From an optimization exercise on the open Yosys and OpenROAD flow, aimed at small area, a short achievable clock period and few clock cycles; shortcuts taken in it are not production practice. Power figures rest on the tool's default switching activity, not on a simulated workload.

== the baseline ==
==> module divider1, before the edit <==
module divider1(quotient, valid_out, divisor, dividend, valid_in, rst, clk);
  output [63:0] quotient;
  output valid_out;
  input [63:0] divisor, dividend;
  input valid_in, rst, clk;
  localparam int K  = 4;                     
  localparam int DW = 67 + K;                
  localparam int JW = 5;                     
  logic          busy;
  logic          first;   
  logic          vo;
  logic [63:0]   rr;      
  logic [DW-1:0] nd;      
  logic          sbn;     
  logic [63:0]   rq;      
  logic          neg;     
  logic [JW-1:0] cnt;     
  assign valid_out = vo | quick;
  div_neg u_neg(.q(rq), .neg(neg), .y(quotient));
  wire        sa = dividend[63];
  wire        sb = divisor[63];
  wire [63:0] ma;
  div_abs u_abs(.a(dividend), .y(ma));
  wire [7:0]  t;
  wire        az, bz;
  div_len u_len(.a(dividend), .b(divisor), .t(t), .az(az), .bz(bz));
  logic [7:0]   tr;          
  logic         azr, bzr;    
  wire        zq = azr | (tr[7] & (tr != 8'hff));     
  wire        quick = first & (zq | bzr);              
  wire [JW-1:0] j0;
  div_ncyc #(.K(K), .JW(JW)) u_ncyc(.x(tr[6:0]), .j(j0));
  wire [DW-1:0] ndeff;    
  div_shift #(.K(K), .DW(DW), .JW(JW)) u_sh(.nd(nd), .amt(j0), .first(first), .sbn(sbn), .y(ndeff));
  function automatic logic [64:0] addc(input logic [DW-1:0] a, input logic [DW-1:0] b, input logic cin);
    logic [DW:0] g, p, G, P;
    g = {a & b, cin};
    p = {a ^ b, 1'b0};
    G = g; P = p;
    for (int l = 0; (1 << l) < DW + 1; l++) begin
      logic [DW:0] G2, P2;
      G2 = G; P2 = P;
      for (int i = 0; i < DW + 1; i++) begin
        if ((i >> l) & 1) begin
          G2[i] = G[i] | (P[i] & G[((i >> l) << l) - 1]);
          P2[i] = P[i] & P[((i >> l) << l) - 1];
        end
      end
      G = G2; P = P2;
    end
    addc[64] = G[DW];
    for (int i = 0; i < 64; i++) addc[i] = p[i+1] ^ G[i];
  endfunction
  logic [63:0]   rnext;
  logic [K-1:0]  qb;
  always_comb begin
    logic [63:0]   r;
    logic [64:0]   t;
    r = rr;
    for (int j = 0; j < K; j++) begin
      if (j == 0) t = addc({{(DW-64){1'b0}}, r}, nd, ~sbn);
      else        t = addc({{(DW-64){1'b0}}, r}, ~(~ndeff >> j), ~sbn);
      qb[K-1-j] = t[64] & ~(j == 0 && first);
      if (qb[K-1-j]) r = t[63:0];
    end
    rnext = r;
  end
  wire last = ((first ? j0 : cnt) == '0);
  always_ff @(posedge clk) begin
    if (rst) begin
      busy  <= 1'b0;
      first <= 1'b0;
      vo    <= 1'b0;
    end else if (!busy) begin
      busy  <= valid_in;
      first <= valid_in;
      vo    <= 1'b0;
    end else begin
      busy  <= ~last & ~quick;
      first <= 1'b0;
      vo    <= last & ~quick;
    end
  end
  always_ff @(posedge clk) begin
    if (!busy) begin
      rr    <= ma;
      nd    <= ~({{(DW-64){sb}}, divisor} << (K - 1));
      tr    <= t;
      azr   <= az;
      bzr   <= bz;
      sbn   <= sb;
      rq    <= {63'd0, bz};
      neg   <= bz ? ~sa : (sa ^ sb);
    end else begin
      rr    <= rnext;
      nd    <= ~(~ndeff >> K);
      cnt   <= (first ? j0 : cnt) - 1'b1;
      rq    <= {rq[63-K:0], qb};
    end
  end
endmodule
==> module div_abs, before the edit <==
module div_abs(input [63:0] a, output [63:0] y);
  assign y = a[63] ? (64'd0 - a) : a;
endmodule
==> module div_shift, before the edit <==
module div_shift #(parameter int K = 3, parameter int DW = 70, parameter int JW = 5)
  (input [DW-1:0] nd, input [JW-1:0] amt, input first, input sbn, output [DW-1:0] y);
  logic [DW-1:0] dsh;
  always_comb begin
    dsh = nd;
    for (int k = 0; k < JW; k++) if (first & amt[k]) dsh = (dsh << (K << k)) | ~({DW{1'b1}} << (K << k));
  end
  assign y = dsh ^ {DW{first & sbn}};
endmodule
clock: 32.0 ns
lec_check: 0
cap_margin: 20
core_margin: 2
core_utilization: 40
slew_margin: 20
synth_hierarchical: 1
standard.sh (not shown) runs the stock make flow with config.mk's settings and CLKGATE_MAP_FILE= SYNTH_SCRIPT=/design/flow/synth_recipe.tcl, a recipe that flattens the netlist after the stock synthesis.
==> flow/flow/run.sh <==
#!/bin/bash
# Own flow: the standard layout (standard synthesis, floorplan, placement,
# CTS, routing); only the timing repair is asked to leave a setup margin,
# and port buffers use another buffer cell. Clock and constraints unchanged.
set -e
bash standard.sh SETUP_SLACK_MARGIN=21.5 "BUFFER_PORTS_ARGS=-buffer_cell sky130_fd_sc_hd__buf_1" finish > standard_finish.log 2>&1
The following lists how the candidate was set up differently from the baseline:
--- a/flow/design.v
+++ b/flow/design.v
@@ -50,11 +50,11 @@
 module divider1(quotient, valid_out, divisor, dividend, valid_in, rst, clk);
   output [63:0] quotient;
   output valid_out;
   input [63:0] divisor, dividend;
   input valid_in, rst, clk;
-  localparam int K  = 4;                     
+  localparam int K  = 3;                     
   localparam int DW = 67 + K;                
   localparam int JW = 5;                     
   logic          busy;
   logic          first;   
   logic          vo;
@@ -66,23 +66,26 @@
   logic [JW-1:0] cnt;     
   assign valid_out = vo | quick;
   div_neg u_neg(.q(rq), .neg(neg), .y(quotient));
   wire        sa = dividend[63];
   wire        sb = divisor[63];
-  wire [63:0] ma;
-  div_abs u_abs(.a(dividend), .y(ma));
+  wire [63:0] ma = sa ? (64'd0 - dividend) : dividend;
   wire [7:0]  t;
   wire        az, bz;
   div_len u_len(.a(dividend), .b(divisor), .t(t), .az(az), .bz(bz));
   logic [7:0]   tr;          
   logic         azr, bzr;    
   wire        zq = azr | (tr[7] & (tr != 8'hff));     
   wire        quick = first & (zq | bzr);              
   wire [JW-1:0] j0;
   div_ncyc #(.K(K), .JW(JW)) u_ncyc(.x(tr[6:0]), .j(j0));
-  wire [DW-1:0] ndeff;    
-  div_shift #(.K(K), .DW(DW), .JW(JW)) u_sh(.nd(nd), .amt(j0), .first(first), .sbn(sbn), .y(ndeff));
+  logic [DW-1:0] dsh;
+  always_comb begin
+    dsh = nd;
+    for (int k = 0; k < JW; k++) if (first & j0[k]) dsh = (dsh << (K << k)) | ~({DW{1'b1}} << (K << k));
+  end
+  wire [DW-1:0] ndeff = dsh ^ {DW{first & sbn}};    
   function automatic logic [64:0] addc(input logic [DW-1:0] a, input logic [DW-1:0] b, input logic cin);
     logic [DW:0] g, p, G, P;
     g = {a & b, cin};
     p = {a ^ b, 1'b0};
     G = g; P = p;
@@ -176,22 +179,10 @@
   always_comb begin
     j = '0;
     for (int i = 0; i < 128; i++) if (x == 7'(i)) j = JW'((((i + 1) % 128) + 1) / K);
   end
 endmodule
-module div_abs(input [63:0] a, output [63:0] y);
-  assign y = a[63] ? (64'd0 - a) : a;
-endmodule
-module div_shift #(parameter int K = 3, parameter int DW = 70, parameter int JW = 5)
-  (input [DW-1:0] nd, input [JW-1:0] amt, input first, input sbn, output [DW-1:0] y);
-  logic [DW-1:0] dsh;
-  always_comb begin
-    dsh = nd;
-    for (int k = 0; k < JW; k++) if (first & amt[k]) dsh = (dsh << (K << k)) | ~({DW{1'b1}} << (K << k));
-  end
-  assign y = dsh ^ {DW{first & sbn}};
-endmodule
 module full_adder(S, Cout, A, B, Cin);
 	output S, Cout;
 	input A, B, Cin;
 	wire AB, AC, BC;
 	xor sum(S, A, B, Cin);
Notes after the runs:
The run with more setup slack is the candidate; the baseline has less.
Cell internal power dissipation: the baseline and the candidate compared, lower one is the candidate
From the baseline to the candidate the numbers moved as follows: worst hold slack after final layout now sits lower; signed area change from the synthesized netlist to the final layout now sits lower.
Looking at critical path's largest stage delay across the baseline and the candidate, the one that comes out lower is the baseline.
Diff the baseline -> the candidate: HPWL after detailed placement lost 7400 um, synthesized cell count lost 332.
Compared with the baseline, the candidate shows a fraction of power consumed by sequential logic that is 3.5 points higher.
The net load switching power of the candidate falls short of that of the baseline by about 27%.
For the candidate, the launching element of the worst setup path was dividend[16], unlike the baseline, where it was rr[35]$_DFF_P_.
Non-clock inverter instance count of the final layout (the candidate over the baseline): decrease, 36
Function was not checked in any run of this note: the RTL went through the layout flow alone.

## static timing again, ports no longer ideal
How much do the figures lean on ideal ports? The routed layouts below were timed once more, with nothing changed but the port constraints.
Step 1 assumes that a clkbuf_16 drives the clock port and a buf_2 every other input.
Step 2 adds t to the input delays and takes it off the output delays; t is the mean of the earliest and latest rising clock arrival at the registers after step 1. Input paths then give back, and output paths get back, about the clock's delay inside the block.
Three values: ideal, step 1, step 2; two values: the first two.
run	t, ns	setup WS [ns]	worst register clock-pin slew, ns	cell pins on the clock port's net
the baseline	0.689	20.753 / 20.753 / 20.753	0.07 / 0.07	1
the candidate	0.657	21.789 / 21.821 / 21.164	0.07 / 0.07	1
After both steps setup and hold are still met in every run listed. The setup slack of the candidate, which loses most, moves by +0.032 ns with the drivers and by -0.625 ns with both steps.
